This design comes from an exercise in tuning for small area on the open sky130 flow, not from production work. In this exercise RTL edits were held to simulation tests only and were not proved equivalent to the original.

==> v34: inputs <==
## PROCESSOR
module PROCESSOR(
    input clock,
    input reset,
    output [31:0] instr_addr,
    input [31:0] instr,
    output [31:0] alu_result,
    output zero
);
    wire [2:0] op;
    wire sub, regwrite;
    IFU IFU_module(clock, reset, instr_addr);
    CONTROL control_module(instr[31:25], instr[14:12], instr[6:0], op, sub, regwrite);
    DATAPATH datapath_module(instr[19:15], instr[24:20], instr[11:7], op, sub, regwrite,
                             clock, reset, alu_result, zero);
endmodule
==> module AO2R, before the edit <==
module AO2R(
    input s0, d0, s1, d1, r,
    output y
);
    assign y = ~((s0 & d0) | (s1 & d1) | r);
endmodule
==> module RDBITR, before the edit <==
module RDBITR(
    input [31:0] sel,
    input [31:0] d,
    input r,
    output q
);
    wire [10:0] y;
    genvar k;
    generate for (k = 0; k < 10; k = k + 1) begin : g_ao
        AO3 u(.s0(sel[3*k]), .d0(d[3*k]), .s1(sel[3*k+1]), .d1(d[3*k+1]), .s2(sel[3*k+2]), .d2(d[3*k+2]), .y(y[k]));
    end endgenerate
    AO2R u10(.s0(sel[30]), .d0(d[30]), .s1(sel[31]), .d1(d[31]), .r(r), .y(y[10]));
    assign q = ~&y;
endmodule
==> module REG_FILE, before the edit <==
module REG_FILE(
    input [4:0] read_reg_num1,
    input [4:0] read_reg_num2,
    input [4:0] write_reg,
    input [31:0] write_data,
    output [31:0] read_data1,
    output [31:0] read_data2,
    input regwrite,
    input clock,
    input reset
);
    reg [31:0] mem [0:31];
    reg [31:0] valid;
    function [5:0] rval(input [4:0] n);
        rval = (n < 10) ? {1'b0, n} : (n < 20) ? 6'h10 + n - 10 : (n < 30) ? 6'h20 + n - 20 : 6'h30 + n - 30;
    endfunction
    wire [31:0] wsel = regwrite ? (32'd1 << write_reg) : 32'd0;
    integer i;
    always @(posedge clock)
        for (i = 0; i < 32; i = i + 1)
            if (wsel[i]) mem[i] <= write_data;
    always @(posedge clock, posedge reset)
        if (reset) valid <= 32'd0;
        else       valid <= valid | wsel;
    wire [31:0] dec1 = 32'd1 << read_reg_num1;
    wire [31:0] dec2 = 32'd1 << read_reg_num2;
    wire [31:0] s1 = dec1 & valid;
    wire [31:0] s2 = dec2 & valid;
    reg [5:0] rv1, rv2;
    integer j;
    always @(*) begin
        rv1 = 6'd0; rv2 = 6'd0;
        for (j = 0; j < 32; j = j + 1) begin
            rv1 = rv1 | ({6{dec1[j] & ~valid[j]}} & rval(j));
            rv2 = rv2 | ({6{dec2[j] & ~valid[j]}} & rval(j));
        end
    end
    wire [31:0] q1, q2;
    genvar b, r;
    generate for (b = 0; b < 32; b = b + 1) begin : g_bit
        wire [31:0] col;
        for (r = 0; r < 32; r = r + 1) begin : g_col
            assign col[r] = mem[r][b];
        end
        if (b < 6) begin : g_r
            RDBITR p1(.sel(s1), .d(col), .r(rv1[b]), .q(q1[b]));
            RDBITR p2(.sel(s2), .d(col), .r(rv2[b]), .q(q2[b]));
        end else begin : g_n
            RDBIT p1(.sel(s1), .d(col), .q(q1[b]));
            RDBIT p2(.sel(s2), .d(col), .q(q2[b]));
        end
    end endgenerate
    assign read_data1 = q1;
    assign read_data2 = q2;
endmodule
export LEC_CHECK = 0
export CAP_MARGIN = 10
export CORE_MARGIN = 2
export CORE_UTILIZATION = 45
export PLACE_DENSITY = 0.55
export SETUP_SLACK_MARGIN = 0.1
export SLEW_MARGIN = 10
export SYNTH_HIERARCHICAL = 1
export SYNTH_MINIMUM_KEEP_SIZE = 0
create_clock -name core_clock -period 22.0 [get_ports {clock}]
standard.sh (not shown) runs the stock make flow with config.mk's settings and CLKGATE_MAP_FILE= SYNTH_SCRIPT=/design/flow/synth_recipe.tcl, a recipe that flattens the netlist after the stock synthesis.
==> flow/flow/run.sh <==
#!/bin/bash
# Layout: the standard flow (standard synthesis unchanged), with these changes:
# the port buffers use buf_2 instead of the flow's default pick; clock-tree
# synthesis clusters more flip-flops per leaf buffer and adds no dummy loads.
set -euo pipefail
bash standard.sh finish \
  "BUFFER_PORTS_ARGS=-buffer_cell sky130_fd_sc_hd__buf_2" \
  "CTS_ARGS=-sink_clustering_enable -repair_clock_nets -sink_clustering_size 30 -sink_clustering_max_diameter 100 -dont_use_dummy_load" \
  > make_finish.log 2>&1
==> inputs of v21, as changes to v34 <==
--- a/flow/design.v
+++ b/flow/design.v
@@ -1631,22 +1631,2 @@
 endmodule
-module AO2R(
-    input s0, d0, s1, d1, r,
-    output y
-);
-    assign y = ~((s0 & d0) | (s1 & d1) | r);
-endmodule
-module RDBITR(
-    input [31:0] sel,
-    input [31:0] d,
-    input r,
-    output q
-);
-    wire [10:0] y;
-    genvar k;
-    generate for (k = 0; k < 10; k = k + 1) begin : g_ao
-        AO3 u(.s0(sel[3*k]), .d0(d[3*k]), .s1(sel[3*k+1]), .d1(d[3*k+1]), .s2(sel[3*k+2]), .d2(d[3*k+2]), .y(y[k]));
-    end endgenerate
-    AO2R u10(.s0(sel[30]), .d0(d[30]), .s1(sel[31]), .d1(d[31]), .r(r), .y(y[10]));
-    assign q = ~&y;
-endmodule
 module RDBIT(
@@ -1708,12 +1688,7 @@
         end
-        if (b < 6) begin : g_r
-            RDBITR p1(.sel(s1), .d(col), .r(rv1[b]), .q(q1[b]));
-            RDBITR p2(.sel(s2), .d(col), .r(rv2[b]), .q(q2[b]));
-        end else begin : g_n
-            RDBIT p1(.sel(s1), .d(col), .q(q1[b]));
-            RDBIT p2(.sel(s2), .d(col), .q(q2[b]));
-        end
+        RDBIT p1(.sel(s1), .d(col), .q(q1[b]));
+        RDBIT p2(.sel(s2), .d(col), .q(q2[b]));
     end endgenerate
-    assign read_data1 = q1;
-    assign read_data2 = q2;
+    assign read_data1 = q1 | {26'd0, rv1};
+    assign read_data2 = q2 | {26'd0, rv2};
 endmodule
==> flow/flow/run.sh (replaced) <==
#!/bin/bash
# Layout: the standard flow (standard synthesis unchanged), with two changes:
# the port buffers use buf_2 instead of the flow's default pick, and a
# power-recovery pass after global routing downsizes cells off the critical paths.
set -euo pipefail
bash standard.sh finish RECOVER_POWER=100 "BUFFER_PORTS_ARGS=-buffer_cell sky130_fd_sc_hd__buf_2" > make_finish.log 2>&1
CAP_MARGIN = 20   (was 10)
CORE_UTILIZATION = 50   (was 45)
PLACE_DENSITY = 0.6   (was 0.55)
SETUP_SLACK_MARGIN = unset   (was 0.1)
SLEW_MARGIN = 20   (was 10)
==> impl_metrics.json <==
{
  "grt.met1_usage_pct": 53.81,
  "maxSlewViolCount": 1532,
  "tightest_slew_ns": 3.220,
  "drv_cap": 51,
  "grt_use_met3_pct": 12.56,
  "violatedChecks": "max-capacitance violations, max-slew violations",
  "seq_area_share_pct": 50.99,
  "status": "complete, but fails checks",
  "synth-compound-area-share_pct": 20.92
}
# the run above: v21

==> impl_metrics.json <==
{
  "fin_skew_ns": 0.07676,
  "seq_area_share_pct": 52.56,
  "status": "no timing/DRC/antenna violations",
  "top_power_group": "sequential cells",
  "grt.met1_usage_pct": 47.91,
  "grt_use_met3_pct": 12.00,
  "tightest_slew_ns": 1.214,
  "drv_cap": 0,
  "swShare_pct": 24.48,
  "maxSlewViolCount": 0
}
# the run above: v34

## port drivers added, routing unchanged
In the flow no input, the clock included, has a driving cell. The finished layouts below were timed again as built, in two steps.
Step 1: set_driving_cell puts a clkbuf_16 on clock and a buf_2 on each other input, an assumption about the parent block.
Step 2 moves the port delays by t, midway between the first and last clock arrival at a register: inputs arrive t later, outputs are due t later. That takes back most of the time a late clock gives input paths.
Three values: ideal ports, drivers, drivers and shift; two values: the first two.
run	shift t [ns]	setup slack, ns	worst slew at a driven data input, ns	pins driven straight from the clock port
v34	0.734	0.617 / 0.596 / 0.596	0.04	1
v21	0.776	0.361 / 0.230 / 0.230	0.16	1
For v21, which loses most, drivers alone change the setup slack by -0.131 ns; drivers and shift together by -0.131 ns.
